From an optimization exercise on the open Yosys and OpenROAD flow, aimed at small area, a short achievable clock period and few clock cycles per item; shortcuts taken in it are not production practice.
RTL that was checked went through simulation tests only; none was proved equivalent to the original.
The RTL of runs 7 and 8 was laid out without a check of its function.
Power is estimated from default activity; no workload was simulated.

`design/flow/flow/run.sh`:
```
#!/bin/bash
# The standard layout, with two changes:
#  - synthesis runs ORFS's own synth.tcl, patched (patch_synth.py) so that
#    ABC first maps the logic cone of the memory outputs (addr_toRAM, wrEn)
#    on its own, then the rest; optionally without full-adder extraction.
#    The registers, their cells and names are those of the standard synthesis.
#  - the ports get plain buffers (buf_1) instead of delay cells.
set -euo pipefail
here=$(pwd)
rm -rf "$here/scripts_custom"
cp -r "$FLOW_HOME/scripts" "$here/scripts_custom"
python3 "$here/flow/patch_synth.py" "$here/scripts_custom/synth.tcl"
cp "$FLOW_HOME/scripts/abc_speed.script" "$here/scripts_custom/abc_fast.script"
if [[ -f "$here/flow/main.abc" ]]; then cp "$here/flow/main.abc" "$here/scripts_custom/abc_speed.script"; fi
if [[ -f "$here/flow/no_extract_fa" ]]; then export NO_EXTRACT_FA=1; fi
SCRIPTS_DIR="$here/scripts_custom" bash standard.sh synth > make_synth.log 2>&1
unset NO_EXTRACT_FA
export REMOVE_ABC_BUFFERS=1
export BUFFER_PORTS_ARGS="-buffer_cell sky130_fd_sc_hd__buf_1"
bash standard.sh > make_layout.log 2>&1
```
`design/flow/flow/main.abc`:
```
strash
balance -l; resub -K 6 -l; rewrite -l; resub -K 6 -N 2 -l; refactor -l; resub -K 8 -l; balance -l; resub -K 8 -N 2 -l; rewrite -l; resub -K 10 -l; rewrite -z -l; resub -K 10 -N 2 -l; balance -l; resub -K 12 -l; refactor -z -l; resub -K 12 -N 2 -l; rewrite -z -l; balance -l
dch
map -D 1000
topo
stime -p
```
`design/flow/flow/no_extract_fa`:
```
present: synthesis skips full-adder extraction
```
`design/flow/flow/patch_synth.py`:
```
import sys
p = sys.argv[1]
s = open(p).read()
old = "  log_cmd abc {*}$abc_args\n"
new = '''  # the cone of the memory address and write enable: map it on its own first
  select -set oc o:wrEn o:addr_toRAM %ci*:-sky130_fd_sc_hd__dfxtp_1
  log_cmd abc {*}[lreplace $abc_args 1 1 $::env(SCRIPTS_DIR)/abc_fast.script] @oc
  select -clear
  log_cmd abc {*}$abc_args
'''
assert s.count(old) == 1
s = s.replace(old, new)
old = "  extract_fa {*}[dont_use_extract_fa_args]\n"
assert s.count(old) == 1
s = s.replace(old, "  if {![info exists ::env(NO_EXTRACT_FA)]} { extract_fa {*}[dont_use_extract_fa_args] }\n")
open(p, 'w').write(s)
```
`design/flow/standard.sh`:
```
#!/bin/bash
# synth_recipe.tcl (not shown) runs the flow's synth.tcl, then flattens the netlist and writes it again
# the make line also repeats each setting of config.mk as NAME=value (left out here)
make -C /OpenROAD-flow-scripts/flow DESIGN_CONFIG=/design/flow/config.mk WORK_HOME=/design/flow/orfs CLKGATE_MAP_FILE= SYNTH_SCRIPT=/design/flow/synth_recipe.tcl "${@:-finish}"
```
`design/flow/config.mk`:
```
export PLATFORM = sky130hd
export DESIGN_NAME = projectCPU2020
export DESIGN_NICKNAME = projectCPU2020
export VERILOG_FILES = /design/flow/design.v
export SDC_FILE = /design/flow/constraint.sdc
export NUM_CORES = 4
export LEC_CHECK = 0
export CAP_MARGIN = 20
export CORE_MARGIN = 2
export CORE_UTILIZATION = 60
export SETUP_SLACK_MARGIN = 2.4
export SLEW_MARGIN = 20
```
`design/flow/constraint.sdc`:
```
create_clock -name core_clock -period 6.0 [get_ports {clk}]
set_input_delay 1.2000 -clock core_clock [delete_from_list [all_inputs] [get_ports {clk}]]
set_output_delay 1.2000 -clock core_clock [all_outputs]
set_load 0.01 [all_outputs]
```
`design/flow/design.v`:
```
module projectCPU2020(
  clk,
  rst,
  wrEn,
  data_fromRAM,
  addr_toRAM,
  data_toRAM,
  PC,
  W
);
input clk, rst;
input wire [15:0] data_fromRAM;
output reg [15:0] data_toRAM;
output reg wrEn;
output reg [12:0] addr_toRAM;
output reg [12:0] PC;
output reg [15:0] W;
localparam S_D = 2'd0, S_I = 2'd1, S_E = 2'd2, S_K = 2'd3;
reg [1:0] state;
reg [2:0] opcode;
wire [15:0] s = data_fromRAM;
wire [2:0]  op_in = s[15:13];
wire        a_zero = (s[12:0] == 13'd0);
wire [12:0] pc_inc = PC + 13'd1;
wire [3:0]  n = s[3:0];
wire        c_shr = ~|s[15:4];                  
wire        c_shl = ~|s[15:5] & s[4];           
wire        left = (|s[15:6]) | s[4];           
wire [3:0]  r = left ? (~n + 4'd1) : n;
wire [15:0] x1 = r[0] ? {W[0], W[15:1]} : W;
wire [15:0] x2 = r[1] ? {x1[1:0], x1[15:2]} : x1;
wire [15:0] x4 = r[2] ? {x2[3:0], x2[15:4]} : x2;
wire [15:0] x8 = r[3] ? {x4[7:0], x4[15:8]} : x4;
reg  [15:0] t, keep;
integer k;
always @* begin
  for (k = 0; k < 16; k = k + 1)
    t[k] = (k >= n);
  for (k = 0; k < 16; k = k + 1)
    keep[k] = ~(c_shr | c_shl) | (c_shl & t[k]) | (c_shr & t[15-k]);
end
wire [15:0] w_shift = x8 & keep;
reg [15:0] w_alu;
always @* begin
  case (opcode)
    3'b000: w_alu = W + s;
    3'b001: w_alu = ~(W | s);
    3'b010: w_alu = w_shift;
    3'b011: w_alu = {15'd0, W > s};
    3'b101: w_alu = s;
    default: w_alu = W;
  endcase
end
wire sel_pc = (state == S_K) || (state == S_E && opcode != 3'b111);
wire st_d = (state == S_D);
wire st_i = (state == S_I);
wire a_or = |{s[12:2], s[0]};
always @* begin
  data_toRAM = W;
  addr_toRAM = sel_pc ? pc_inc : s[12:0];
  if (st_d && !a_or) addr_toRAM[1] = 1'b1;
  wrEn = (st_d && op_in == 3'b110 && (a_or || s[1])) ||
         (st_i && opcode == 3'b110);
end
always @(posedge clk) begin
  if (rst) begin
    state <= S_K;
    opcode <= 3'd0;
    PC <= 13'h1fff;
    W <= 16'd0;
  end else begin
    case (state)
      S_D: begin
        opcode <= op_in;
        state <= a_zero ? S_I : S_E;
      end
      S_I: state <= S_E;
      S_E: begin
        state <= (opcode == 3'b100 && s == 16'd0) ? S_K : S_D;
        PC <= addr_toRAM;
        W <= w_alu;
      end
      default: begin
        state <= S_D;
        PC <= addr_toRAM;
      end
    endcase
  end
end
endmodule
```
==> summary.txt, run 1 <==
status complete, no violations; Sequential Power Share 27.8%; final WL 15000 um; Leak Pwr 1.71 nW; Synth area leaders dfxtp_1, nand2_1, nor2_1; Buffers on Ports 76; Initial Utilization 61.3%; DRT iter0 DRCs 917; CTS Sinks 34; Ant. Diodes 0; flops & latches, synth 34; Die W 84.1 um; Via Count 5532; Filler cells 541; Nets 768; maximum vdd drop 0.179 mV; Hold-fix buffers, CTS 0; detailed-route DRC error count 0; WL/cell 18.1 um; area grow syn2layout 19.5%; Final Hold Violating Endpoints 0; GRT Util Overall 39.2%; skew final 0.00464 ns; Root Buffer clkbuf_8; Yosys top cell area share 17.7%; syn_area_per_cell 5.79 um2; endpoints failing setup 0; vias per inst 6.68; Worst-Skew Late Latency 0.30 ns; # Max-Cap Violations 0; Switch Pwr 0.474 mW; CTS tree yes; min-delay worst type reg2reg; share of cells above drive strength 1 11.3%; mapped cell area 0.00385 mm2; most frequent cell after synthesis nand2_1; cell taking the most area after synthesis dfxtp_1; Async SR Flop Fraction 0%; first-pass GRT wire length 22800 um; Die H 84.1 um; Non-Filler Instances 828; placed insts 806; Clock Path Buffers 2; TritonCTS Buffers 5; Switching Share 44.3%; crit start category input pin; maximum operating frequency 0.276 GHz; First-pass DRT Iterations 10; critical path arrival 2.42 ns; sequential-to-total area share from yosys stat 17.7%; Mapped Cells 665; clk slew on worst S/H paths 0.07 ns; Gate power share 46.6%; Worst Path Max Fanout 37; Slew @ Worst Pin 0.820 ns; PD cells 233 mW/mm2; largest net degree at the start of global routing 38; Synth cell types 42; grt total ovfl 0; RSZ-0062 raised after global routing yes; initial antenna violation count 0; Detail Route Antenna Nets 0; crit share post-route 60.3%; predominant post-synthesis flop cell dfxtp_1; vias in the first global route 4644; H-Tree Depth 2; I/O pin count 77; power share of the clock group 25.6%; post-route minimum period 3.62 ns; crit path capture type output pin; die area 0.00707 mm2; Cell Int Power 0.597 mW; Critical Path RT 4.80 ns; final slew viol count 0; worst rel slew slack 45.3%; setup tns final 0 ns; Post-synth EDFFs 0; area of the core 0.00628 mm2; critical path class in2out; GPL Wtd Cong 1.01; top cells by count, synth nand2_1, nor2_1, clkinv_1; Ys Warns 1; Cell Rows 29; HPWL Detailed 10400 um
[state kept, by name, indices dropped and copies added, names as in the netlist]
register  cells
PC           13
W            16
opcode        3
state         2
[per-stage QoR]
| step | worst slack (ns) | power, mW | cell area (um2) | hold WS (ns) | util (%) |
|---|---|---|---|---|---|
| CTS | 2.38 | 1.02 | 4370 | 0.548 | 69.6 |
| floorplan | 1.26 | 0.598 | 3710 | 0.493 | - |
| detailed placement | 1.86 | 0.738 | 4150 | 0.534 | 66.2 |
| finish | 2.38 | 1.07 | 4600 | 0.547 | 73.3 |
| global route | 2.29 | 1.13 | 4600 | 0.574 | 73.3 |
| global placement | 1.93 | 0.728 | 4150 | 0.499 | 66.2 |
[layer usage]
| layer | up-vias | track usage (%) | share of wire [%] |
|---|---|---|---|
| met4 | 0 | 17.0 | 5.3 |
| met2 | 495 | 62.8 | 45 |
| met1 | 2426 | 52.5 | 38 |
| li1 | 2518 | - | - |
| met5 | - | 0 | 0 |
| met3 | 93 | 5.44 | 12 |
[power groups by stage]
stage               combinational, mW  sequential [mW]  clock (mW)
floorplan                       0.290            0.307           0
global placement                0.430            0.298           0
detailed placement              0.439            0.300           0
CTS                             0.451            0.294       0.273
global route                    0.543            0.301       0.281
finish                          0.499            0.297       0.274
[cell families (layout without fill, tap and decap cells)]
group	count (synthesis)	in the layout	share of synthesized area [%]
simple gates	278	278	31.0
compound gates	225	225	35.3
buf+inv	116	202	12.9
flops	34	34	17.7
mux	7	7	1.95
xor+xnor	5	5	1.14
[critical path, stage by stage]
cell	delay (ns)
buf_1	0.13
buf_8	0.21
nor4_4	0.22
nand3_1	0.13
o21ai_1	0.27
o31ai_1	0.11
buf_1	0.13
[repair_timing]
item,in CTS,in global routing
setup endpoints to repair,15,28
cloned,0,2
buffers inserted,1,11
pin swaps,1,9
resized for setup,22,35
[placed cells by master (no fill, tap or decap), types with 6 or more instances in the layout]
cell type and instances:
buf_1 65, o22ai_1 6, buf_2 8, a22oi_1 6, clkinv_1 84, nor2_1 96, a21oi_1 64, a221oi_1 15
nand3_1 24, clkbuf_8 6, o21ai_0 58, a211oi_1 12, o31ai_1 9, o211ai_1 20, a31oi_1 12, nand2_1 108
nor3_1 9, nand4_1 7, dfxtp_1 34, buf_4 18, inv_1 6
[area by class of cell]
| type | instances | area, um2 | area share [%] |
|---|---|---|---|
| Tap cell | 77 | 96.3 | 2.09 |
| Timing Repair inverter | 1 | 5.00 | 0.109 |
| Inverter | 96 | 370 | 8.05 |
| Multi-Input combinational cell | 515 | 2840 | 61.7 |
| Clock inverter | 2 | 60.1 | 1.31 |
| Timing Repair Buffer | 97 | 468 | 10.2 |
| Sequential cell | 34 | 681 | 14.8 |
| Clock buffer | 6 | 82.6 | 1.79 |
[worst paths after layout]
kind	slack (ns)	start	end	depth (start not counted)
worst min-delay path	0.55	PC[12]$_SDFFE_PP1N_	PC[12]$_SDFFE_PP1N_	2
worst max register to register	2.95	W[2]$_SDFFE_PP0P_	W[15]$_SDFFE_PP0P_	14
worst min register to register	0.55	PC[12]$_SDFFE_PP1N_	PC[12]$_SDFFE_PP1N_	2
worst max-delay path	2.38	data_fromRAM[0]	wrEn	7
Testbench counts, summed over its fixed seeds: cycles 56,242, instructions 26,571.
==> inputs of run 2 (changes only) <==
--- a/design/flow/config.mk
+++ b/design/flow/config.mk
@@ -9,4 +9,5 @@
 export CORE_MARGIN = 2
 export CORE_UTILIZATION = 60
-export SETUP_SLACK_MARGIN = 2.4
+export CTS_BUF_LIST = sky130_fd_sc_hd__clkbuf_4 sky130_fd_sc_hd__clkbuf_8
+export SETUP_SLACK_MARGIN = 2.2
 export SLEW_MARGIN = 20
==> summary.txt, run 2 <==
status complete, no violations; Via Count 5424 (-2.0%); RSZ-0062 raised after global routing no; Initial Utilization 61.3% (unchanged); max FFs per register 16 (unchanged); I/O pin count 77 (unchanged); predominant post-synthesis flop cell dfxtp_1; clk slew on worst S/H paths 0.08 ns (about the same); HPWL Detailed 10400 um (unchanged); Synth area leaders dfxtp_1, nand2_1, nor2_1; R2R depth 14 (unchanged); Root Buffer clkbuf_8; worst r2r src W[2]$_SDFFE_PP0P_; Critical Path RT 4.80 ns (about the same); share of cells above drive strength 1 7.44% (-3.9 points); sequential-to-total area share from yosys stat 17.7% (unchanged); Clock Path Buffers 2 (unchanged); most frequent cells in the layout nand2_1, nor2_1, clkinv_1; H-Tree Depth 2 (unchanged); Final Hold Violating Endpoints 0 (unchanged); setup tns final 0 ns (unchanged); CP endpoint wrEn; First-pass DRT Iterations 8 (-2); maximum operating frequency 0.266 GHz (-3.9%); Leak Pwr 1.63 nW (-4.7%); Post-synth EDFFs 0 (unchanged); first-pass GRT wire length 22500 um (-1.2%); Cell Rows 29 (unchanged); Nets 756 (-1.6%); cell taking the most area after synthesis dfxtp_1; Slew @ Worst Pin 0.805 ns (-0.0153 ns); initial antenna violation count 0 (unchanged); syn_area_per_cell 5.79 um2 (unchanged); DRT iter0 DRCs 828 (-9.7%); Worst-Skew Late Latency 0.30 ns (about the same); mapped cell area 0.00385 mm2 (unchanged); critical path launch point data_fromRAM[5]; crit share post-route 62.8% (+2.4 points); vias per inst 6.65 (-0.51%); Buffers on Ports 76 (unchanged); Die H 84.1 um (unchanged); Detail Route Antenna Nets 0 (unchanged); GPL Wtd Cong 1.01 (unchanged); # Max-Cap Violations 0 (unchanged); Mapped Cells 665 (unchanged); GRT Util Overall 38.9% (-0.33 points); crit start category input pin; hold_sp PC[12]$_SDFFE_PP1N_; Reg2Reg Setup Slack 2.97 ns (+0.02 ns); die area 0.00707 mm2 (unchanged); PD cells 237 mW/mm2 (+2.0%); TritonCTS Buffers 5 (unchanged); area of the core 0.00628 mm2 (unchanged); Largest regs W (16), PC (13), opcode (3); Hold-fix buffers, CTS 0 (unchanged); critical path arrival 2.57 ns (+0.15 ns); Die W 84.1 um (unchanged); WL/cell 17.8 um (-1.9%); Ant. Diodes 0 (unchanged); Ys Warns 1 (unchanged); area grow syn2layout 14.8%; Biggest register W; Yosys top cell area share 17.7% (unchanged); final slew viol count 0 (unchanged); CTS tree yes; Async SR Flop Fraction 0% (unchanged); maximum vdd drop 0.178 mV (-0.37%); grt total ovfl 0 (unchanged); most frequent cell after synthesis nand2_1; min-delay worst type reg2reg; flops & latches, synth 34 (unchanged); endpoints failing setup 0 (unchanged); Filler cells 571 (+5.5%); vias in the first global route 4641 (-0.065%); final WL 14500 um (-3.3%); CTS Sinks 34 (unchanged); Final Hold Slack 0.552 ns (+0.00439 ns); detailed-route DRC error count 0 (unchanged); post-route minimum period 3.77 ns (+0.146 ns); worst rel slew slack 46.3% (+1.1 points); most common cell after layout, fill and taps aside nand2_1; RR Endpoint W[15]$_SDFFE_PP0P_; critical path class in2out; Synth cell types 42 (unchanged); largest net degree at the start of global routing 38 (unchanged); crit path capture type output pin; top cells by count, synth nand2_1, nor2_1, clkinv_1; skew final 0.00452 ns (-0.000123 ns); Worst Path Max Fanout 7 (-81%)
## run 2: cell counts after synthesis
No cell type changed its count.
## run 2: stage by stage
stage | power [mW] | worst slack, ns | instances | util [%] | cell area [um2]
floorplan | 0.598 | 1.26 | 645 | - | 3710
finish | 1.05 | 2.23 | 816 | 70.4 | 4420
global route | 1.11 | 2.08 | 816 | 70.4 | 4420
CTS | 1.01 | 2.17 | 814 | 68.6 | 4310
detailed placement | 0.738 | 1.86 | 806 | 66.2 | 4150
global placement | 0.728 | 1.93 | 806 | 66.2 | 4150
## run 2: metal layers
layer / vias up / global-route usage (%) / wire [um]
met5: - / 0 / 0
met4: 0 / 18.0 / 720
met3: 91 / 6.82 / 1750
met2: 446 / 61.1 / 6530
met1: 2389 / 51.7 / 5520
li1: 2498 / - / -
## run 2: cell type report
cell class                 count  area [um2]  area share [%]
sequential                    34         681            15.4
clock inverter                 2        60.1            1.36
timing repair buffer          86         374            8.47
clock buffer                   6        82.6            1.87
multi-input combinational    515        2760            62.5
inverter                      96         365            8.27
tap                           77        96.3            2.18
## run 2: power by group
group          total [mW]  switching (mW)  internal (mW)
Combinational       0.476           0.319          0.157
Sequential          0.297          0.0451          0.252
Clock               0.276          0.0990          0.177
## run 2: worst min-delay path by stage
stage,to,slack [ns],depth (start not counted)
floorplan,opcode[0]$_SDFFE_PP0P_,0.49,2
global placement,PC[12]$_SDFFE_PP1N_,0.50,2
detailed placement,PC[12]$_SDFFE_PP1N_,0.53,2
CTS,PC[12]$_SDFFE_PP1N_,0.55,2
global route,PC[12]$_SDFFE_PP1N_,0.57,2
finish,PC[12]$_SDFFE_PP1N_,0.55,2
## run 2: repair_timing
item | in CTS | in global routing
endpoints found under the setup margin | 3 | 24
buffers inserted | 0 | 2
hold endpoints to repair | 0 | 0
gates resized for setup | 3 | 27
pin swaps | 0 | 5
## run 2: critical path, cell delays in order
cell     delay [ns]
buf_1          0.23
nor4_2         0.50
nand3_1        0.15
o21ai_1        0.25
o31ai_1        0.10
buf_1          0.13
## run 2: cells by family after synthesis
group,after synthesis,share of synthesized area [%]
simple gates,278,31.0
compound gates,225,35.3
buf+inv,116,12.9
flops,34,17.7
mux,7,1.95
xor+xnor,5,1.14
==> inputs of run 3 (changes only) <==
--- a/design/flow/flow/run.sh
+++ b/design/flow/flow/run.sh
@@ -1,9 +1,15 @@
 #!/bin/bash
-# The standard layout, with two changes:
+# The standard layout, with these changes:
 #  - synthesis runs ORFS's own synth.tcl, patched (patch_synth.py) so that
 #    ABC first maps the logic cone of the memory outputs (addr_toRAM, wrEn)
-#    on its own, then the rest; optionally without full-adder extraction.
-#    The registers, their cells and names are those of the standard synthesis.
+#    on its own with the standard speed script, then maps the rest with
+#    flow/main.abc (area recovery under a delay target) in place of
+#    abc_speed.script, and without full-adder extraction. The registers,
+#    their cells and names are those of the standard synthesis.
+#  - the buffers ABC inserted are removed at floorplan (REMOVE_ABC_BUFFERS),
+#    leaving buffering to the resizer.
 #  - the ports get plain buffers (buf_1) instead of delay cells.
+# Each tool's output goes to make_synth.log and make_layout.log here (and
+# ORFS's own per-step logs under orfs/logs).
 set -euo pipefail
 here=$(pwd)
--- a/design/flow/config.mk
+++ b/design/flow/config.mk
@@ -9,5 +9,4 @@
 export CORE_MARGIN = 2
 export CORE_UTILIZATION = 60
-export CTS_BUF_LIST = sky130_fd_sc_hd__clkbuf_4 sky130_fd_sc_hd__clkbuf_8
-export SETUP_SLACK_MARGIN = 2.2
+export SETUP_SLACK_MARGIN = 2.0
 export SLEW_MARGIN = 20
==> summary.txt, run 3 <==
endpoints failing setup 0 (unchanged); RSZ-0062 raised after global routing no; Reg2Reg Setup Slack 2.83 ns (-0.14 ns); Async SR Flop Fraction 0% (unchanged); Yosys top cell area share 17.7% (unchanged); Final Hold Violating Endpoints 0 (unchanged); grt total ovfl 0 (unchanged); critical path arrival 2.68 ns (+0.11 ns); sequential-to-total area share from yosys stat 17.7% (unchanged); hold_sp PC[12]$_SDFFE_PP1N_; DRT iter0 DRCs 681 (-18%); die area 0.00707 mm2 (unchanged); Die W 84.1 um (unchanged); vias in the first global route 4612 (-0.62%); area grow syn2layout 13.0%; flops & latches, synth 34 (unchanged); Root Buffer clkbuf_8; Worst-Skew Late Latency 0.30 ns (about the same); Biggest register W; largest net degree at the start of global routing 38 (unchanged); Clock Path Buffers 2 (unchanged); Cell Rows 29 (unchanged); R2R depth 14 (unchanged); Die H 84.1 um (unchanged); Via Count 5302 (-2.2%); Nets 755 (-0.13%); Mapped Cells 665 (unchanged); maximum vdd drop 0.177 mV (-0.46%); cell taking the most area after synthesis dfxtp_1; first-pass GRT wire length 22400 um (-0.31%); maximum operating frequency 0.258 GHz (-3.0%); TritonCTS Buffers 5 (unchanged); GRT Util Overall 38.7% (-0.21 points); status complete, no violations; top cells by count, synth nand2_1, nor2_1, clkinv_1; First-pass DRT Iterations 8 (unchanged); Slew @ Worst Pin 0.802 ns (-0.00285 ns); Post-synth EDFFs 0 (unchanged); most common cell after layout, fill and taps aside nand2_1; Filler cells 580 (+1.6%); Ant. Diodes 0 (unchanged); vias per inst 6.51 (-2.1%); critical path class in2out; hold path depth 2 (unchanged); predominant post-synthesis flop cell dfxtp_1; CTS tree yes; syn_area_per_cell 5.79 um2 (unchanged); I/O pin count 77 (unchanged); # Max-Cap Violations 0 (unchanged); worst r2r src W[1]$_SDFFE_PP0P_; mapped cell area 0.00385 mm2 (unchanged); Leak Pwr 1.60 nW (-1.4%); worst hold endpoint PC[12]$_SDFFE_PP1N_; share of cells above drive strength 1 5.96% (-1.5 points); crit path capture type output pin; Critical Path RT 4.80 ns (about the same); final slew viol count 0 (unchanged); H-Tree Depth 2 (unchanged); min-delay worst type reg2reg; Synth cell types 42 (unchanged); most frequent cells in the layout nand2_1, nor2_1, clkinv_1; area of the core 0.00628 mm2 (unchanged); GPL Wtd Cong 1.01 (unchanged); Detail Route Antenna Nets 0 (unchanged); max FFs per register 16 (unchanged); Buffers on Ports 76 (unchanged); Initial Utilization 61.3% (unchanged); skew final 0.00560 ns (+0.00108 ns); Multi-input gate area 0.00271 mm2 (-1.8%); RR Endpoint W[11]$_SDFFE_PP0P_; post-route minimum period 3.88 ns (+0.118 ns); HPWL Detailed 10400 um (unchanged); clk slew on worst S/H paths 0.07 ns (about the same); worst rel slew slack 46.2% (-0.14 points); Largest regs W (16), PC (13), opcode (3); WL/cell 17.3 um (-2.7%); setup tns final 0 ns (unchanged); initial antenna violation count 0 (unchanged); Synth area leaders dfxtp_1, nand2_1, nor2_1; crit start category input pin; CTS Sinks 34 (unchanged); Ys Warns 1 (unchanged); overall power 1.04 mW (-1.2%); final WL 14100 um (-2.8%); crit share post-route 64.7% (+2.0 points); most frequent cell after synthesis nand2_1; Worst Path Max Fanout 7 (unchanged); Storage cell area 681 um2 (unchanged); PD cells 238 mW/mm2 (+0.40%); detailed-route DRC error count 0 (unchanged)
-- run 3: cell counts after synthesis --
No cell type changed its count.
-- run 3: power breakdown --
part / switching, mW / internal [mW] / leakage [nW]
sequential: 0.0448 / 0.252 / 0.282
clock: 0.0989 / 0.177 / 0.0714
combinational: 0.312 / 0.152 / 1.25
total: 0.456 / 0.581 / 1.60
-- run 3: layer usage --
metal / up-vias / GRT usage [%] / part of all wire [%]
li1: 2489 / - / -
met1: 2329 / 51.4 / 39
met2: 402 / 61.8 / 45
met3: 82 / 6.23 / 11
met4: 0 / 16.7 / 4.6
met5: - / 0 / 0
-- run 3: how the worst max path moves through the flow --
stage / slack [ns] / to / from / cells after the start
after CTS: 2.15 / W[15]$_SDFFE_PP0P_ / data_fromRAM[3] / 15
after global routing: 2.00 / W[15]$_SDFFE_PP0P_ / data_fromRAM[1] / 15
after detailed placement: 1.86 / W[15]$_SDFFE_PP0P_ / data_fromRAM[3] / 15
final: 2.12 / wrEn / data_fromRAM[5] / 6
after global placement: 1.93 / W[15]$_SDFFE_PP0P_ / data_fromRAM[1] / 15
after floorplan: 1.26 / W[14]$_SDFFE_PP0P_ / data_fromRAM[4] / 11
-- run 3: kinds of logic (layout without fill, tap and decap cells) --
logic type	Yosys count	in the layout	synth area share, %
xor gates and xnor gates	5	5	1.14
muxes	7	7	1.95
DFF	34	34	17.7
and+or+nand+nor	278	278	31.0
AOI/OAI and AO/OA	225	225	35.3
buffers and inverters	116	189	12.9
-- run 3: timing repair --
action	in CTS	in global routing
hold buffers	0	0
gates resized for setup	0	14
endpoints found under the setup margin	0	8
setup buffers	0	1
-- run 3: area by class of cell --
| type | instances | area share (%) |
|---|---|---|
| multi-input cells | 515 | 62.3 |
| repair buffers | 85 | 8.23 |
| well taps | 77 | 2.22 |
| flip-flops and latches | 34 | 15.7 |
| clock inverters | 2 | 1.38 |
| clock buffers | 6 | 1.90 |
| inverters | 96 | 8.29 |
-- run 3: worst max-delay path, cell delays in order --
cell and delay [ns]:
buf_1 0.21, nor4_1 0.54, nand3_1 0.14, o21ai_0 0.34, o31ai_1 0.11, buf_1 0.14
-- run 3: metrics by stage --
step	cell area, um2	instances	util, %	hold WS [ns]	setup WS, ns
floorplan	3710	645	-	0.493	1.26
global placement	4150	806	66.2	0.499	1.93
detailed placement	4150	806	66.2	0.534	1.86
CTS	4300	814	68.4	0.548	2.15
global route	4350	815	69.3	0.574	2.00
finish	4350	815	69.3	0.550	2.12
==> inputs of run 4 (changes only) <==
--- a/design/flow/config.mk
+++ b/design/flow/config.mk
@@ -9,4 +9,4 @@
 export CORE_MARGIN = 2
 export CORE_UTILIZATION = 60
-export SETUP_SLACK_MARGIN = 2.0
+export SETUP_SLACK_MARGIN = 2.2
 export SLEW_MARGIN = 20
==> summary.txt, run 4 <==
status complete, no violations; die area 0.00707 mm2 (unchanged); Leak Pwr 1.63 nW (+1.5%); maximum vdd drop 0.178 mV (+0.46%); most common cell after layout, fill and taps aside nand2_1; Detail Route Antenna Nets 0 (unchanged); detailed-route DRC error count 0 (unchanged); H-Tree Depth 2 (unchanged); Critical Path RT 4.80 ns (about the same); Worst-Skew Late Latency 0.30 ns (about the same); RR Endpoint W[15]$_SDFFE_PP0P_; maximum operating frequency 0.266 GHz (+3.1%); top cells by count, synth nand2_1, nor2_1, clkinv_1; post-route minimum period 3.77 ns (-0.118 ns); WL/cell 17.8 um (+2.8%); grt total ovfl 0 (unchanged); post-route cell area 0.00442 mm2 (+1.6%); GRT Util Overall 38.9% (+0.21 points); area of the core 0.00628 mm2 (unchanged); Worst Path Max Fanout 7 (unchanged); final slew viol count 0 (unchanged); CTS Sinks 34 (unchanged); First-pass DRT Iterations 8 (unchanged); R2R depth 14 (unchanged); max FFs per register 16 (unchanged); Non-Filler Instances 816 (+0.12%); crit path capture type output pin; Nets 756 (+0.13%); most frequent cell after synthesis nand2_1; TritonCTS Buffers 5 (unchanged); Root Buffer clkbuf_8; GPL Wtd Cong 1.01 (unchanged); GRT Max-Usage Layer met2; post-layout util 70.4% (+1.1 points); Async SR Flop Fraction 0% (unchanged); hold_sp PC[12]$_SDFFE_PP1N_; DRT iter0 DRCs 828 (+22%); share of cells above drive strength 1 7.44% (+1.5 points); met3 Resource Use GR 6.82% (+0.59 points); Via Count 5424 (+2.3%); flops & latches, synth 34 (unchanged); Ant. Diodes 0 (unchanged); vias in the first global route 4641 (+0.63%); Largest regs W (16), PC (13), opcode (3); Synth area leaders dfxtp_1, nand2_1, nor2_1; sequential-to-total area share from yosys stat 17.7% (unchanged); area grow syn2layout 14.8%; mapped cell area 0.00385 mm2 (unchanged); Final Hold Violating Endpoints 0 (unchanged); I/O pin count 77 (unchanged); Post-synth EDFFs 0 (unchanged); Slew @ Worst Pin 0.805 ns (+0.00285 ns); hold path depth 2 (unchanged); Mapped Cells 665 (unchanged); RSZ-0062 raised after global routing no; syn_area_per_cell 5.79 um2 (unchanged); Biggest register W; clk slew on worst S/H paths 0.08 ns (about the same); # Max-Cap Violations 0 (unchanged); worst hold endpoint PC[12]$_SDFFE_PP1N_; Synth cell types 42 (unchanged); predominant post-synthesis flop cell dfxtp_1; worst rel slew slack 46.3% (+0.14 points); Ys Warns 1 (unchanged); met1 usage in global routing 51.7% (+0.24 points); Die H 84.1 um (unchanged); final WL 14500 um (+2.9%); Clock Path Buffers 2 (unchanged); first-pass GRT wire length 22500 um (+0.31%); skew final 0.00452 ns (-0.00108 ns); placed inst area 0.00415 mm2 (unchanged); critical path arrival 2.57 ns (-0.11 ns); crit start category input pin; most frequent cells in the layout nand2_1, nor2_1, clkinv_1; crit share post-route 62.8% (-2.0 points); Hold-fix buffers, CTS 0 (unchanged); Initial Utilization 61.3% (unchanged); Reg2Reg Setup Slack 2.97 ns (+0.14 ns); worst r2r src W[2]$_SDFFE_PP0P_; Die W 84.1 um (unchanged); CTS tree yes; overall power 1.05 mW (+1.2%); met2 Usage GRT 61.1% (-0.65 points); placed insts 806 (unchanged); cell taking the most area after synthesis dfxtp_1; HPWL Detailed 10400 um (unchanged); largest net degree at the start of global routing 38 (unchanged); PD cells 237 mW/mm2 (-0.40%); Buffers on Ports 76 (unchanged); Yosys top cell area share 17.7% (unchanged); initial antenna violation count 0 (unchanged); vias per inst 6.65 (+2.2%); endpoints failing setup 0 (unchanged); Cell Rows 29 (unchanged); min-delay worst type reg2reg; setup tns final 0 ns (unchanged); critical path class in2out
## run 4: metrics by stage
stage	hold WS [ns]	setup WS [ns]
after floorplan	0.493	1.26
after global placement	0.499	1.93
after detailed placement	0.534	1.86
after CTS	0.548	2.17
after global routing	0.574	2.08
final	0.552	2.23
## run 4: worst max-delay path by stage
stage                     slack [ns]            endpoint  depth (start not counted)             from
after floorplan                 1.26  W[14]$_SDFFE_PP0P_                         11  data_fromRAM[4]
after global placement          1.93  W[15]$_SDFFE_PP0P_                         15  data_fromRAM[1]
after detailed placement        1.86  W[15]$_SDFFE_PP0P_                         15  data_fromRAM[3]
after CTS                       2.17                wrEn                          7  data_fromRAM[0]
after global routing            2.08  W[14]$_SDFFE_PP0P_                         14  data_fromRAM[5]
final                           2.23                wrEn                          6  data_fromRAM[5]
## run 4: layer usage
metal,wire [um],up-vias
met5,0,-
met4,720,0
met3,1750,91
met2,6530,446
met1,5520,2389
li1,-,2498
## run 4: cell type report
class | count | area [um2]
Sequential cell | 34 | 681
Tap cell | 77 | 96.3
Inverter | 96 | 365
Timing Repair Buffer | 86 | 374
Clock inverter | 2 | 60.1
Fill cell | 571 | 1860
Clock buffer | 6 | 82.6
Multi-Input combinational cell | 515 | 2760
## run 4: where the power goes
part | leakage [nW] | switching (mW) | internal (mW)
sequential | 0.282 | 0.0451 | 0.252
combinational | 1.27 | 0.319 | 0.157
clock | 0.0714 | 0.0990 | 0.177
## run 4: worst max-delay path, stage by stage
cell	delay [ns]
buf_1	0.23
nor4_2	0.50
nand3_1	0.15
o21ai_1	0.25
o31ai_1	0.10
buf_1	0.13
## run 4: cell families after synthesis
logic type      Yosys count  share of synthesized area, %
xor+xnor                  5                          1.14
mux                       7                          1.95
simple gates            278                          31.0
compound gates          225                          35.3
buf+inv                 116                          12.9
flops                    34                          17.7
## run 4: timing repair
action                                  CTS  global route
pin swaps                                 0             5
endpoints found under the setup margin    3            24
buffers inserted                          0             2
gates resized for setup                   3            27
==> inputs of run 5 (changes only) <==
--- a/design/flow/config.mk
+++ b/design/flow/config.mk
@@ -8,5 +8,5 @@
 export CAP_MARGIN = 20
 export CORE_MARGIN = 2
-export CORE_UTILIZATION = 60
+export CORE_UTILIZATION = 55
 export SETUP_SLACK_MARGIN = 2.2
 export SLEW_MARGIN = 20
==> summary.txt, run 5 <==
placed inst area 0.00419 mm2 (+0.93%); post-route cell area 0.00441 mm2 (-0.31%); endpoints failing setup 0 (unchanged); dpl ws 1.80 ns (-0.0593 ns); Hold-fix buffers, CTS 0 (unchanged); Detail Route Antenna Nets 0 (unchanged); post-layout util 64.8% (-5.6 points); CP max stage cell o211ai_1; crit path capture type register; clk slew on worst S/H paths 0.08 ns (about the same); GRT Util Overall 36.8% (-2.1 points); H-Tree Depth 2 (unchanged); sequential-to-total area share from yosys stat 17.7% (unchanged); worst hold endpoint PC[12]$_SDFFE_PP1N_; Mapped Cells 665 (unchanged); Leak Pwr 1.62 nW (-0.40%); Die W 87.7 um (+4.2%); Initial Utilization 56.6% (-4.7 points); crit share post-route 62.0% (-0.71 points); most frequent cells in the layout nand2_1, nor2_1, clkinv_1; Biggest register W; top cells by count, synth nand2_1, nor2_1, clkinv_1; Cell Rows 30 (+3.4%); Nets 757 (+0.13%); vias per inst 6.28 (-5.6%); post-route minimum period 3.72 ns (-0.0426 ns); WL/cell 17.2 um (-3.4%); skew final 0.00938 ns (+0.00487 ns); initial antenna violation count 0 (unchanged); first-pass GRT wire length 22100 um (-1.7%); TritonCTS Buffers 5 (unchanged); most common cell after layout, fill and taps aside nand2_1; share of cells above drive strength 1 7.84% (+0.40 points); area grow syn2layout 14.5%; detailed-route DRC error count 0 (unchanged); Async SR Flop Fraction 0% (unchanged); min-delay worst type reg2reg; Worst Path Max Fanout 9 (+2); Synth cell types 42 (unchanged); hold_sp PC[12]$_SDFFE_PP1N_; Buffers on Ports 76 (unchanged); Critical Path RT 6.22 ns (+1.42 ns); Ys Warns 1 (unchanged); Reg2Reg Setup Slack 2.92 ns (-0.05 ns); Final Hold Violating Endpoints 0 (unchanged); Non-Filler Instances 836 (+2.5%); status complete, no violations; placed insts 827 (+2.6%); max FFs per register 16 (unchanged); cell taking the most area after synthesis dfxtp_1; maximum vdd drop 0.160 mV (-10%); grt total ovfl 0 (unchanged); wire length on met3 1680 um (-3.8%); HPWL Detailed 10800 um (+4.3%); worst r2r src W[1]$_SDFFE_PP0P_; final slew viol count 0 (unchanged); Final Hold Slack 0.527 ns (-0.0249 ns); most frequent cell after synthesis nand2_1; Clock Path Buffers 2 (unchanged); GPL Wtd Cong 1.04 (+2.6%); RR Endpoint W[15]$_SDFFE_PP0P_; routed length on met2 6320 um (-3.3%); Filler cells 636 (+11%); CP dominant cell by count o22ai_2; Yosys top cell area share 17.7% (unchanged); final worst setup slack 2.28 ns (+0.0426 ns); R2R depth 14 (unchanged); critical path class in2reg; die area 0.00768 mm2 (+8.6%); predominant post-synthesis flop cell dfxtp_1; mapped cell area 0.00385 mm2 (unchanged); Worst-Skew Late Latency 0.30 ns (about the same); maximum operating frequency 0.269 GHz (+1.1%); flops & latches, synth 34 (unchanged); Slew @ Worst Pin 1.24 ns (+0.437 ns); area of the core 0.00679 mm2 (+8.2%); I/O pin count 77 (unchanged); CTS Sinks 34 (unchanged); crit start category input pin; worst rel slew slack 16.9% (-29 points); routed length on met1 5870 um (+6.3%); largest net degree at the start of global routing 38 (unchanged); critical path launch point data_fromRAM[1]; Root Buffer clkbuf_8; Multi-input gate area 0.00276 mm2 (about the same); critical path arrival 3.95 ns (+1.38 ns); slowest stage delay, CP 0.34 ns (-0.16 ns); PD cells 218 mW/mm2 (-8.3%); setup tns final 0 ns (unchanged); Die H 87.7 um (+4.2%); DRT iter0 DRCs 698 (-16%); max layer used met4; First-pass DRT Iterations 6 (-2); RSZ-0062 raised after global routing no; crit path cell chain clkbuf_2 > or2b_4 > a2bb2oi_4 > o22ai_2 > a21oi_2 > o22ai_2 > nand3_1 > a31oi_2 > o211ai_1 > nand3_2 > a41oi_2 > o21bai_1 > o21ai_0 > o22ai_1 > a21oi_1; overall power 0.959 mW (-8.6%); Post-synth EDFFs 0 (unchanged); # Max-Cap Violations 0 (unchanged); Synth area leaders dfxtp_1, nand2_1, nor2_1; hold path depth 2 (unchanged); syn_area_per_cell 5.79 um2 (unchanged); Largest regs W (16), PC (13), opcode (3); Storage cell area 681 um2 (unchanged); Via Count 5247 (-3.3%); Ant. Diodes 0 (unchanged); vias in the first global route 4379 (-5.6%); final WL 14400 um (-1.0%); CTS tree yes
[run 5: where the power goes]
| group | total, mW | leakage (nW) | internal (mW) | switching (mW) |
|---|---|---|---|---|
| Combinational | 0.474 | 1.29 | 0.157 | 0.316 |
| Clock | 0.188 | 0.0472 | 0.0924 | 0.0954 |
| Sequential | 0.298 | 0.282 | 0.252 | 0.0457 |
[run 5: cells by family (layout without fill, tap and decap cells)]
| group | after synthesis | in the layout | synth area share (%) |
|---|---|---|---|
| simple gates | 278 | 278 | 31.0 |
| compound gates | 225 | 225 | 35.3 |
| buf+inv | 116 | 191 | 12.9 |
| flops | 34 | 34 | 17.7 |
| mux | 7 | 7 | 1.95 |
| xor+xnor | 5 | 5 | 1.14 |
[run 5: worst max-delay path: cells and delay by family]
family / cells / cell delay (ns)
buf+inv: 1 / 0.18
simple gates: 3 / 0.65
compound gates: 11 / 1.89
[run 5: repair_timing]
action	4_1_cts	5_1_grt
buffers inserted	0	1
endpoints found under the setup margin	3	15
gates resized for setup	3	28
hold endpoints to repair	0	0
pin swaps	0	4
[run 5: worst max-delay path by stage]
stage | endpoint | slack [ns] | cells after the start
after global routing | W[15]$_SDFFE_PP0P_ | 2.15 | 15
after floorplan | W[14]$_SDFFE_PP0P_ | 1.26 | 11
final | W[15]$_SDFFE_PP0P_ | 2.28 | 15
after global placement | W[15]$_SDFFE_PP0P_ | 1.89 | 15
after detailed placement | W[15]$_SDFFE_PP0P_ | 1.80 | 15
after CTS | W[15]$_SDFFE_PP0P_ | 2.18 | 15
[run 5: area by class of cell]
cell class | count | share of cell area, %
multi-input cells | 515 | 62.6
flip-flops and latches | 34 | 15.5
repair buffers | 87 | 8.80
inverters | 96 | 8.26
well taps | 96 | 2.73
clock buffers | 6 | 1.87
clock inverters | 2 | 0.284
[run 5: routing by layer]
| metal | up-vias | track usage, % |
|---|---|---|
| met5 | - | 0 |
| met4 | 0 | 12.4 |
| met3 | 60 | 6.50 |
| met2 | 383 | 57.9 |
| met1 | 2313 | 50.8 |
| li1 | 2491 | - |
==> inputs of run 6 (changes only) <==
--- a/design/flow/config.mk
+++ b/design/flow/config.mk
@@ -8,5 +8,5 @@
 export CAP_MARGIN = 20
 export CORE_MARGIN = 2
-export CORE_UTILIZATION = 55
-export SETUP_SLACK_MARGIN = 2.2
+export CORE_UTILIZATION = 50
+export SETUP_SLACK_MARGIN = 2.3
 export SLEW_MARGIN = 20
==> summary.txt, run 6 <==
status complete, no violations; vias per inst 6.20 (-1.2%); crit path cell chain buf_1 > buf_4 > nor4_4 > nand3_1 > o21ai_0 > o31ai_1 > buf_1; Die H 91.7 um (+4.7%); I/O pin count 77 (unchanged); post-route cell area 0.00456 mm2 (+3.4%); WL/cell 17.2 um (about the same); most frequent cells in the layout nand2_1, nor2_1, clkinv_1; Post-synth EDFFs 0 (unchanged); grt total ovfl 0 (unchanged); post-route minimum period 3.60 ns (-0.126 ns); crit path capture type output pin; Clock Path Buffers 2 (unchanged); most frequent cell after synthesis nand2_1; mapped cell area 0.00385 mm2 (unchanged); dpl ws 1.70 ns (-0.101 ns); First-pass DRT Iterations 5 (-1); Top delay family on crit path buffers and inverters; Cell Rows 31 (+3.3%); Die W 91.7 um (+4.7%); min-delay worst type reg2reg; Initial Utilization 52.2% (-4.4 points); H-Tree Depth 2 (unchanged); worst rel slew slack 43.3% (+26 points); Async SR Flop Fraction 0% (unchanged); first-pass GRT wire length 22900 um (+3.7%); initial antenna violation count 0 (unchanged); overall power 1.05 mW (+9.6%); PD cells 231 mW/mm2 (+6.0%); Nets 763 (+0.79%); GRT Util Overall 33.6% (-3.2 points); syn_area_per_cell 5.79 um2 (unchanged); instance count on the critical path 7 (-8); CTS Sinks 34 (unchanged); setup tns final 0 ns (unchanged); largest net degree at the start of global routing 38 (unchanged); Mapped Cells 665 (unchanged); area grow syn2layout 18.4%; cell taking the most area after synthesis dfxtp_1; WP buf/inv 3 (+2); CTS tree yes; Filler cells 743 (+17%); skew final 0.00924 ns (-0.000145 ns); Worst Path Max Fanout 37 (+28); die area 0.00842 mm2 (+9.5%); predominant post-synthesis flop cell dfxtp_1; TritonCTS Buffers 5 (unchanged); vias in the first global route 4541 (+3.7%); max FFs per register 16 (unchanged); top cells by count, synth nand2_1, nor2_1, clkinv_1; share of cells above drive strength 1 9.52% (+1.7 points); Buffers on Ports 76 (unchanged); Hold-fix buffers, CTS 0 (unchanged); HPWL Detailed 10900 um (+0.24%); sequential-to-total area share from yosys stat 17.7% (unchanged); area of the core 0.00737 mm2 (+8.5%); R2R depth 8 (-6); detailed-route DRC error count 0 (unchanged); Root Buffer clkbuf_8; Biggest register W; DRT iter0 DRCs 515 (-26%); Largest regs W (16), PC (13), opcode (3); hold path depth 2 (unchanged); # Max-Cap Violations 0 (unchanged); Detail Route Antenna Nets 0 (unchanged); RSZ-0062 raised after global routing no; most common cell after layout, fill and taps aside nand2_1; CP max stage cell buf_4; Slew @ Worst Pin 0.844 ns (-0.399 ns); maximum operating frequency 0.278 GHz (+3.5%); crit start category input pin; final WL 14500 um (+1.1%); final worst setup slack 2.40 ns (+0.126 ns); clk slew on worst S/H paths 0.08 ns (about the same); Final Hold Violating Endpoints 0 (unchanged); Via Count 5239 (-0.15%); Leak Pwr 1.68 nW (+3.8%); Synth area leaders dfxtp_1, nand2_1, nor2_1; CP dominant cell by count buf_1; Worst-Skew Late Latency 0.30 ns (about the same); placed inst area 0.00420 mm2 (about the same); final slew viol count 0 (unchanged); Ant. Diodes 0 (unchanged); critical path class in2out; Yosys top cell area share 17.7% (unchanged); crit share post-route 60.0% (-2.1 points); Critical Path RT 4.80 ns (-1.42 ns); critical path arrival 2.40 ns (-1.55 ns); Synth cell types 42 (unchanged); Ys Warns 1 (unchanged); endpoints failing setup 0 (unchanged); slowest stage delay, CP 0.38 ns (+0.04 ns); maximum vdd drop 0.116 mV (-28%); flops & latches, synth 34 (unchanged); GPL Wtd Cong 1.02 (-2.1%)
-- run 6: cell counts after synthesis --
Identical to the previous run, type by type.
-- run 6: path summary, 6_finish.rpt --
path / from / endpoint / slack (ns)
setup / recovery: data_fromRAM[0] / wrEn / 2.40
hold / removal: PC[12]$_SDFFE_PP1N_ / PC[12]$_SDFFE_PP1N_ / 0.54
setup reg to reg: opcode[1]$_SDFFE_PP0P_ / W[5]$_SDFFE_PP0P_ / 3.00
hold reg to reg: PC[12]$_SDFFE_PP1N_ / PC[12]$_SDFFE_PP1N_ / 0.54
-- run 6: cell type report --
class	count	area [um2]	area share, %
Clock inverter	3	68.8	1.51
Inverter	96	369	8.10
Timing Repair Buffer	93	443	9.72
Sequential cell	34	681	14.9
Multi-Input combinational cell	515	2800	61.5
Clock buffer	5	68.8	1.51
Tap cell	99	124	2.72
-- run 6: kinds of logic after synthesis --
group	synth area share, %
AO/OA/AOI/OAI	35.3
AND/OR/NAND/NOR	31.0
flip-flops	17.7
buffers and inverters	12.9
XOR/XNOR	1.14
multiplexers	1.95
-- run 6: where the power goes --
group	switching (mW)	total [mW]	internal, mW
Combinational	0.318	0.482	0.164
Sequential	0.0441	0.296	0.252
Clock	0.106	0.273	0.167
Total	0.469	1.05	0.583
-- run 6: tightest hold or removal path: stages (launching register included) --
cell	delay, ns
dfxtp_1	0.33
nand2_1	0.07
o211ai_1	0.08
-- run 6: through the flow --
step           cells  hold WS (ns)  utilization (%)
2_1_floorplan    645         0.493                -
3_3_place_gp     830         0.503             56.9
3_5_place_dp     830         0.518             56.9
4_1_cts          838         0.539             59.2
5_1_grt          845         0.572             61.8
6_report         845         0.538             61.8
-- run 6: what timing repair did --
| action | CTS | global route |
|---|---|---|
| gates resized for setup | 8 | 33 |
| setup buffers | 0 | 6 |
| cloned | 0 | 1 |
| pin swaps | 1 | 6 |
| setup endpoints to repair | 8 | 16 |
| hold endpoints to repair | 0 | 0 |
-- run 6: metal layers --
layer,routed length (um),global-route usage [%]
met5,0,0
met4,413,10.8
met3,1310,3.29
met2,6580,53.3
met1,6230,47.7
==> inputs of run 7 (changes only) <==
--- a/design/flow/design.v
+++ b/design/flow/design.v
@@ -26,19 +26,23 @@
 wire        c_shr = ~|s[15:4];                  
 wire        c_shl = ~|s[15:5] & s[4];           
-wire        left = (|s[15:6]) | s[4];           
-wire [3:0]  r = left ? (~n + 4'd1) : n;
-wire [15:0] x1 = r[0] ? {W[0], W[15:1]} : W;
-wire [15:0] x2 = r[1] ? {x1[1:0], x1[15:2]} : x1;
-wire [15:0] x4 = r[2] ? {x2[3:0], x2[15:4]} : x2;
-wire [15:0] x8 = r[3] ? {x4[7:0], x4[15:8]} : x4;
-reg  [15:0] t, keep;
-integer k;
+wire        right = ~((|s[15:6]) | s[4]);       
+wire        rot = ~(c_shr | c_shl);
+reg  [15:0] x [0:4];
+integer k, j, d;
 always @* begin
-  for (k = 0; k < 16; k = k + 1)
-    t[k] = (k >= n);
-  for (k = 0; k < 16; k = k + 1)
-    keep[k] = ~(c_shr | c_shl) | (c_shl & t[k]) | (c_shr & t[15-k]);
+  x[0] = W;
+  for (k = 0; k < 4; k = k + 1) begin
+    d = 1 << k;
+    for (j = 0; j < 16; j = j + 1) begin
+      if (!n[k])
+        x[k+1][j] = x[k][j];
+      else if (right)
+        x[k+1][j] = (j + d < 16) ? x[k][j+d] : (rot & x[k][j+d-16]);
+      else
+        x[k+1][j] = (j - d >= 0) ? x[k][j-d] : (rot & x[k][j-d+16]);
+    end
+  end
 end
-wire [15:0] w_shift = x8 & keep;
+wire [15:0] w_shift = x[4];
 reg [15:0] w_alu;
 always @* begin
--- a/design/flow/config.mk
+++ b/design/flow/config.mk
@@ -8,5 +8,5 @@
 export CAP_MARGIN = 20
 export CORE_MARGIN = 2
-export CORE_UTILIZATION = 50
-export SETUP_SLACK_MARGIN = 2.3
+export CORE_UTILIZATION = 60
+export SETUP_SLACK_MARGIN = 2.2
 export SLEW_MARGIN = 20
==> summary.txt, run 7 <==
status complete, no violations; max FFs per register 16 (unchanged); top cells by count, synth nand2_1, o21ai_0, clkinv_1; syn_area_per_cell 5.86 um2 (+1.3%); clk slew on worst S/H paths 0.09 ns (about the same); placed inst area 0.00434 mm2 (+3.5%); maximum vdd drop 0.199 mV (+72%); Ant. Diodes 0 (unchanged); Non-Filler Instances 859 (+1.7%); RSZ-0062 raised after global routing yes; Worst-Skew Late Latency 0.31 ns (about the same); Via Count 6334 (+21%); grt total ovfl 0 (unchanged); share of cells above drive strength 1 12.4% (+2.9 points); maximum operating frequency 0.263 GHz (-5.3%); min-delay worst type reg2reg; Nets 799 (+4.7%); Yosys top cell area share 16.8% (-0.89 points); TritonCTS Buffers 5 (unchanged); GPL Wtd Cong 1.12 (+10%); predominant post-synthesis flop cell dfxtp_1; detailed-route DRC error count 0 (unchanged); Ys Warns 2 (+1); Initial Utilization 62.7% (+11 points); hold_sp PC[12]$_SDFFE_PP1N_; most frequent cell after synthesis nand2_1; Slew @ Worst Pin 1.23 ns (+0.391 ns); post-route minimum period 3.80 ns (+0.202 ns); first-pass GRT wire length 26500 um (+15%); final WL 18000 um (+24%); Final Hold Violating Endpoints 0 (unchanged); Leak Pwr 1.78 nW (+5.8%); Cell Rows 29 (-6.5%); cell taking the most area after synthesis dfxtp_1; endpoints failing setup 0 (unchanged); Sequential Power Share 29.9% (+1.8 points); most common cell after layout, fill and taps aside nand2_1; Switching Share 49.3% (+4.7 points); CTS Sinks 34 (unchanged); crit path capture type register; WL/cell 21.0 um (+22%); met1 usage in global routing 59.3% (+12 points); final slew viol count 0 (unchanged); Largest regs W (16), PC (13), opcode (3); area grow syn2layout 18.7%; Root Buffer clkbuf_8; Critical Path RT 6.17 ns (+1.37 ns); crit share post-route 63.3% (+3.4 points); DRT iter0 DRCs 1538 (+200%); Async SR Flop Fraction 0% (unchanged); critical path arrival 3.96 ns (+1.56 ns); First-pass DRT Iterations 12 (+7); Clock Path Buffers 2 (unchanged); area of the core 0.00646 mm2 (-12%); worst r2r src opcode[1]$_SDFFE_PP0P_; skew final 0.0184 ns (+0.00913 ns); Biggest register W; crit start category input pin; worst rel slew slack 17.1% (-26 points); placed insts 833 (+0.36%); die area 0.00743 mm2 (-12%); flops & latches, synth 34 (unchanged); Hold-fix buffers, CTS 0 (unchanged); GRT Util Overall 44.8% (+11 points); Worst Path Max Fanout 7 (-81%); Die H 86.2 um (-6.1%); PD cells 210 mW/mm2 (-8.9%); HPWL Detailed 11900 um (+9.9%); Switch Pwr 0.499 mW (+6.4%); post-route cell area 0.00481 mm2 (+5.6%); # Max-Cap Violations 0 (unchanged); H-Tree Depth 2 (unchanged); power share of the clock group 18.9% (-7.1 points); met2 Usage GRT 68.3% (+15 points); met3 Resource Use GR 11.6% (+8.3 points); initial antenna violation count 0 (unchanged); Detail Route Antenna Nets 0 (unchanged); vias in the first global route 5139 (+13%); CTS tree yes; mapped cell area 0.00405 mm2 (+5.3%); Synth area leaders dfxtp_1, o21ai_0, a21oi_1; largest net degree at the start of global routing 34 (-11%); critical path launch point data_fromRAM[6]; most frequent cells in the layout nand2_1, o21ai_0, a21oi_1; sequential-to-total area share from yosys stat 16.8% (-0.89 points); Mapped Cells 691 (+3.9%); Gate power share 51.1% (+5.2 points); GRT Max-Usage Layer met2; Die W 86.2 um (-6.1%); I/O pin count 77 (unchanged); setup tns final 0 ns (unchanged); critical path class in2reg; Cell Int Power 0.513 mW (-12%); vias per inst 7.37 (+19%); Synth cell types 53 (+26%); Post-synth EDFFs 0 (unchanged); Buffers on Ports 76 (unchanged)
==> run 7: cell count changes in the layout (fill, tap and decap cells not counted), sizes merged, moves of 10 or more <==
cell | before | now
clkinv | 89 | 71
o21ai | 65 | 94
buf | 83 | 93
nor2 | 102 | 71
o211ai | 20 | 10
a211oi | 12 | 2
nand3 | 26 | 67
a31oi | 13 | 23
a221oi | 15 | 4
o221ai | 0 | 10
==> run 7: cells by family after synthesis <==
kind of cell,Yosys count,synth area share [%]
simple gates,286,32.3
compound gates,263,38.1
mux,1,0.247
flops,34,16.8
buf+inv,103,11.7
xor+xnor,4,0.865
==> run 7: cell type report <==
cell class	count	area, um2
timing repair buffer	102	505
clock buffer	6	82.6
tap	77	96.3
inverter	83	322
sequential	34	681
clock inverter	2	12.5
multi-input combinational	555	3110
fill	512	1650
==> run 7: metal layers <==
metal	up-vias	routed length, um
met3	208	2970
met4	0	1470
met1	2716	6180
li1	2716	-
met5	-	0
met2	694	7390
==> run 7: power by group through the flow <==
| stage | sequential [mW] | combinational (mW) | clock, mW |
|---|---|---|---|
| 2_1_floorplan | 0.308 | 0.291 | 0 |
| 3_3_place_gp | 0.301 | 0.441 | 0 |
| 3_5_place_dp | 0.304 | 0.448 | 0 |
| 4_1_cts | 0.298 | 0.459 | 0.190 |
| 5_1_grt | 0.306 | 0.552 | 0.195 |
| 6_report | 0.303 | 0.517 | 0.192 |
==> run 7: worst paths after layout <==
check / to / slack, ns / cells past startpoint
setup / recovery: W[12]$_SDFFE_PP0P_ / 2.20 / 16
hold reg to reg: PC[12]$_SDFFE_PP1N_ / 0.54 / 2
hold / removal: PC[12]$_SDFFE_PP1N_ / 0.54 / 2
setup reg to reg: W[1]$_SDFFE_PP0P_ / 2.82 / 6
==> run 7: metrics by stage <==
| stage | power, mW | worst slack (ns) | utilization, % | hold WS (ns) |
|---|---|---|---|---|
| global placement | 0.742 | 1.31 | 67.2 | 0.466 |
| CTS | 0.947 | 2.22 | 70.7 | 0.496 |
| floorplan | 0.600 | 1.14 | - | 0.493 |
| global route | 1.05 | 1.98 | 74.5 | 0.563 |
| finish | 1.01 | 2.20 | 74.5 | 0.535 |
| detailed placement | 0.751 | 1.33 | 67.2 | 0.479 |
==> run 7: worst max-delay path, stage by stage <==
cell      delay (ns)
clkbuf_2        0.20
nor4_2          0.37
inv_1           0.10
nor3_1          0.27
nand4_1         0.24
nand2_2         0.18
o221ai_1        0.11
o21ai_0         0.17
nand2_1         0.16
a31oi_1         0.18
o21ai_1         0.12
nand3_1         0.08
o21ai_0         0.13
a211o_2         0.34
nand2_1         0.07
a21oi_1         0.05
==> run 7: timing repair <==
action | 4_1_cts | 5_1_grt
buffers inserted | 6 | 11
resized for setup | 19 | 60
pin swaps | 3 | 7
gates cloned | 0 | 1
endpoints found under the setup margin | 16 | 23
==> inputs of run 8 (changes only) <==
==> design/flow/design.v (replaced) <==
module projectCPU2020(
  clk,
  rst,
  wrEn,
  data_fromRAM,
  addr_toRAM,
  data_toRAM,
  PC,
  W
);
input clk, rst;
input wire [15:0] data_fromRAM;
output reg [15:0] data_toRAM;
output reg wrEn;
output reg [12:0] addr_toRAM;
output reg [12:0] PC;
output reg [15:0] W;
localparam S_D = 2'd0, S_I = 2'd1, S_E = 2'd2, S_K = 2'd3;
reg [1:0] state;
reg [2:0] opcode;
wire [15:0] s = data_fromRAM;
wire [2:0]  op_in = s[15:13];
wire        a_zero = (s[12:0] == 13'd0);
wire [12:0] pc_inc = PC + 13'd1;
wire [3:0]  n = s[3:0];
wire        c_shr = ~|s[15:4];                  
wire        c_shl = ~|s[15:5] & s[4];           
wire        left = (|s[15:6]) | s[4];           
wire [3:0]  r = left ? (~n + 4'd1) : n;
wire [15:0] x1 = r[0] ? {W[0], W[15:1]} : W;
wire [15:0] x2 = r[1] ? {x1[1:0], x1[15:2]} : x1;
wire [15:0] x4 = r[2] ? {x2[3:0], x2[15:4]} : x2;
wire [15:0] x8 = r[3] ? {x4[7:0], x4[15:8]} : x4;
reg  [15:0] t, keep;
integer k;
always @* begin
  for (k = 0; k < 16; k = k + 1)
    t[k] = (k >= n);
  for (k = 0; k < 16; k = k + 1)
    keep[k] = ~(c_shr | c_shl) | (c_shl & t[k]) | (c_shr & t[15-k]);
end
wire [15:0] w_shift = x8 & keep;
reg [15:0] w_alu;
always @* begin
  case (opcode)
    3'b000: w_alu = W + s;
    3'b001: w_alu = ~(W | s);
    3'b010: w_alu = w_shift;
    3'b011: w_alu = {15'd0, W > s};
    3'b101: w_alu = s;
    default: w_alu = W;
  endcase
end
reg sel_pc, st_d, wr_i;
wire a_or = |{s[12:2], s[0]};
always @* begin
  data_toRAM = W;
  addr_toRAM = sel_pc ? pc_inc : s[12:0];
  if (st_d && !a_or) addr_toRAM[1] = 1'b1;
  wrEn = (st_d && op_in == 3'b110 && (a_or || s[1])) ||
         wr_i;
end
reg [1:0] state_n;
reg [2:0] opcode_n;
always @* begin
  state_n = state;
  opcode_n = opcode;
  case (state)
    S_D: begin
      opcode_n = op_in;
      state_n = a_zero ? S_I : S_E;
    end
    S_I: state_n = S_E;
    S_E: state_n = (opcode == 3'b100 && s == 16'd0) ? S_K : S_D;
    default: state_n = S_D;
  endcase
end
always @(posedge clk) begin
  if (rst) begin
    state <= S_K;
    opcode <= 3'd0;
    PC <= 13'h1fff;
    W <= 16'd0;
    sel_pc <= 1'b1;
    st_d <= 1'b0;
    wr_i <= 1'b0;
  end else begin
    state <= state_n;
    opcode <= opcode_n;
    sel_pc <= (state_n == S_K) || (state_n == S_E && opcode_n != 3'b111);
    st_d <= (state_n == S_D);
    wr_i <= (state_n == S_I) && (opcode_n == 3'b110);
    if (state == S_E) W <= w_alu;
    if (state == S_E || state == S_K) PC <= addr_toRAM;
  end
end
endmodule
==> summary.txt, run 8 <==
status complete, no violations; critical path class in2out; Cell Rows 29 (unchanged); final worst setup slack 2.16 ns (-0.0364 ns); Synth cell types 50 (-5.7%); share of cells above drive strength 1 9.82% (-2.6 points); Ys Warns 1 (-1); CTS Sinks 37 (+8.8%); Yosys top cell area share 18.9% (+2.1 points); Detail Route Antenna Nets 0 (unchanged); GRT Max-Usage Layer met2; DRT iter0 DRCs 724 (-53%); Clock Path Buffers 2 (unchanged); PD cells 217 mW/mm2 (+3.1%); met1 usage in global routing 51.7% (-7.5 points); Critical Path RT 4.80 ns (-1.37 ns); H-Tree Depth 2 (unchanged); placed insts 823 (-1.2%); Worst Path Max Fanout 4 (-3); vias in the first global route 4863 (-5.4%); CTS tree yes; Storage cell area 741 um2 (+8.8%); I/O pin count 77 (unchanged); max FFs per register 16 (unchanged); First-pass DRT Iterations 8 (-4); mapped cell area 0.00392 mm2 (-3.4%); Filler cells 531 (+3.7%); detailed-route DRC error count 0 (unchanged); Async SR Flop Fraction 0% (unchanged); met2 Usage GRT 61.8% (-6.4 points); worst rel slew slack 43.2% (+26 points); Root Buffer clkbuf_8; post-layout util 73.2% (-1.3 points); critical path arrival 2.64 ns (-1.32 ns); Post-synth EDFFs 0 (unchanged); final slew viol count 0 (unchanged); maximum vdd drop 0.166 mV (-17%); GPL Wtd Cong 1.08 (-4.0%); Simple-Gate Fraction of Synth Area 32.5% (+0.27 points); setup tns final 0 ns (unchanged); sequential-to-total area share from yosys stat 18.9% (+2.1 points); Slew @ Worst Pin 0.842 ns (-0.393 ns); endpoints failing setup 0 (unchanged); top cells by count, synth nand2_1, nor2_1, o21ai_0; die area 0.00719 mm2 (-3.2%); Synth area leaders dfxtp_1, nand2_1, nor2_1; predominant post-synthesis flop cell dfxtp_1; area grow syn2layout 18.1%; Largest regs W (16), PC (13), opcode (3); crit path capture type output pin; Initial Utilization 62.0% (-0.74 points); skew final 0.0145 ns (-0.00389 ns); Final Hold Violating Endpoints 0 (unchanged); Buffers on Ports 76 (unchanged); first-pass GRT wire length 23600 um (-11%); Nets 781 (-2.3%); initial antenna violation count 0 (unchanged); mux cell area share after synthesis 0.767% (+0.52 points); largest net degree at the start of global routing 33 (-2.9%); Worst-Skew Late Latency 0.31 ns (about the same); WL/cell 18.2 um (-13%); flops & latches, synth 37 (+8.8%); Die H 84.8 um (-1.6%); Synth Area in Compound Gates 34.6% (-3.5 points); # Max-Cap Violations 0 (unchanged); HPWL Detailed 11100 um (-6.8%); Synth Area in XOR/XNOR 1.34% (+0.48 points); Via Count 5579 (-12%); Post-Synth Adder-Cell Area 0% (unchanged); post-route minimum period 3.84 ns (+0.0364 ns); RSZ-0062 raised after global routing yes; Multi-input gate area 0.00283 mm2 (-9.2%); syn_area_per_cell 5.77 um2 (-1.7%); Die W 84.8 um (-1.6%); vias per inst 6.63 (-10%); min-delay worst type reg2reg; Ant. Diodes 0 (unchanged); cell taking the most area after synthesis dfxtp_1; most frequent cells in the layout nand2_1, nor2_1, o21ai_0; dpl ws 1.72 ns (+0.391 ns); clk slew on worst S/H paths 0.08 ns (about the same); largest family of logic cells by synthesized area compound AO/OA/AOI/OAI gates; GRT Util Overall 40.5% (-4.2 points); crit share post-route 63.9% (+0.61 points); grt total ovfl 0 (unchanged); most common cell after layout, fill and taps aside nand2_1; most frequent cell after synthesis nand2_1; maximum operating frequency 0.261 GHz (-0.95%); final WL 15300 um (-15%); met3 Resource Use GR 8.95% (-2.7 points); area of the core 0.00631 mm2 (-2.2%); Final Hold Slack 0.481 ns (-0.0538 ns); Non-Filler Instances 841 (-2.1%); TritonCTS Buffers 5 (unchanged); Mapped Cells 679 (-1.7%); Biggest register W; crit start category input pin; Leak Pwr 1.77 nW (-0.64%)
run 8: cell types whose count changed after synthesis, moves of 7 or more:
cell	change
nand2_1	+14
o22ai_1	-7
a211oi_1	+7
o21ai_0	-10
nor2_1	+41
a31oi_1	-7
nand3_1	-46
run 8: logic make-up (layout without fill, tap and decap cells):
logic type             count (synthesis)  count (layout)
AO/OA/AOI/OAI                        233             233
XOR/XNOR                               6               6
buffers and inverters                107             192
flip-flops                            37              37
multiplexers                           3               3
AND/OR/NAND/NOR                      293             293
run 8: layout make-up:
cell class / count / area share, %
multi-input cells: 535 / 61.1
repair buffers: 98 / 11.2
clock inverters: 3 / 1.00
flip-flops and latches: 37 / 16.0
well taps: 77 / 2.08
clock buffers: 5 / 1.49
inverters: 86 / 7.09
run 8: path summary, 6_finish.rpt:
check                             end           startpoint  slack [ns]  cells past startpoint
setup / recovery                 wrEn      data_fromRAM[9]        2.16                      6
hold / removal    PC[11]$_SDFFE_PP1P_  PC[11]$_SDFFE_PP1P_        0.48                      2
setup reg to reg   W[11]$_SDFFE_PP0P_    W[1]$_SDFFE_PP0P_        3.04                     14
hold reg to reg   PC[11]$_SDFFE_PP1P_  PC[11]$_SDFFE_PP1P_        0.48                      2
run 8: per-layer routing:
metal | part of all wire [%] | up-vias
li1 | - | 2537
met1 | 36 | 2438
met2 | 43 | 486
met3 | 14 | 118
met4 | 6.9 | 0
met5 | 0 | -
run 8: repair_timing:
action,in CTS,in global routing
endpoints found under the setup margin,11,15
pin swaps,4,7
gates resized for setup,22,31
hold buffers,0,0
setup buffers,2,8
hold endpoints to repair,0,0
run 8: where the power goes:
group | leakage [nW] | internal [mW] | switching, mW
logic | 1.41 | 0.154 | 0.301
clock network | 0.0543 | 0.125 | 0.110
registers | 0.307 | 0.270 | 0.0415
run 8: critical path, cell delays in order:
cell and delay (ns):
buf_4 0.13, or4_4 0.52, or3_4 0.44, nor2_4 0.12, o21bai_1 0.08, buf_2 0.13
run 8: through the flow:
step                total power [mW]  cell area (um2)
detailed placement             0.719             4250
finish                          1.00             4620
global placement               0.708             4250
floorplan                      0.581             3780
global route                    1.05             4620
CTS                            0.953             4440

-- what the ideal ports hide --
How much do the figures lean on ideal ports? The routed layouts below were timed once more, with nothing changed but the port constraints.
Step 1: set_driving_cell puts a clkbuf_16 on clk and a buf_2 on each other input, an assumption about the parent block.
Step 2, shift: input delay + t, output delay - t, t = (earliest + latest rising clock arrival at the registers) / 2. This alone moves slack from input paths to output paths.
a / b / c = ideal / step 1 / step 2; a / b = the first two.
run	t, ns	setup WS [ns]	worst register clock-pin slew, ns	worst slew at a driven data input, ns	pins driven straight from the clock port
run 1	0.329	2.381 / 2.359 / 2.148	0.08 / 0.08	0.03	1
run 2	0.330	2.235 / 2.210 / 1.966	0.08 / 0.08	0.03	1
run 3	0.332	2.117 / 2.092 / 1.848	0.08 / 0.08	0.03	1
run 4	0.330	2.235 / 2.210 / 1.966	0.08 / 0.08	0.03	1
run 5	0.331	2.277 / 2.281 / 1.958	0.08 / 0.08	0.04	1
run 6	0.330	2.403 / 2.376 / 2.100	0.09 / 0.09	0.04	1
run 7	0.335	2.201 / 2.209 / 1.874	0.09 / 0.09	0.04	1
run 8	0.336	2.164 / 2.119 / 1.990	0.10 / 0.10	0.06	1
After both steps setup and hold are still met in every run listed. The setup slack of run 7, which loses most, moves by +0.008 ns with the drivers and by -0.327 ns with both steps.
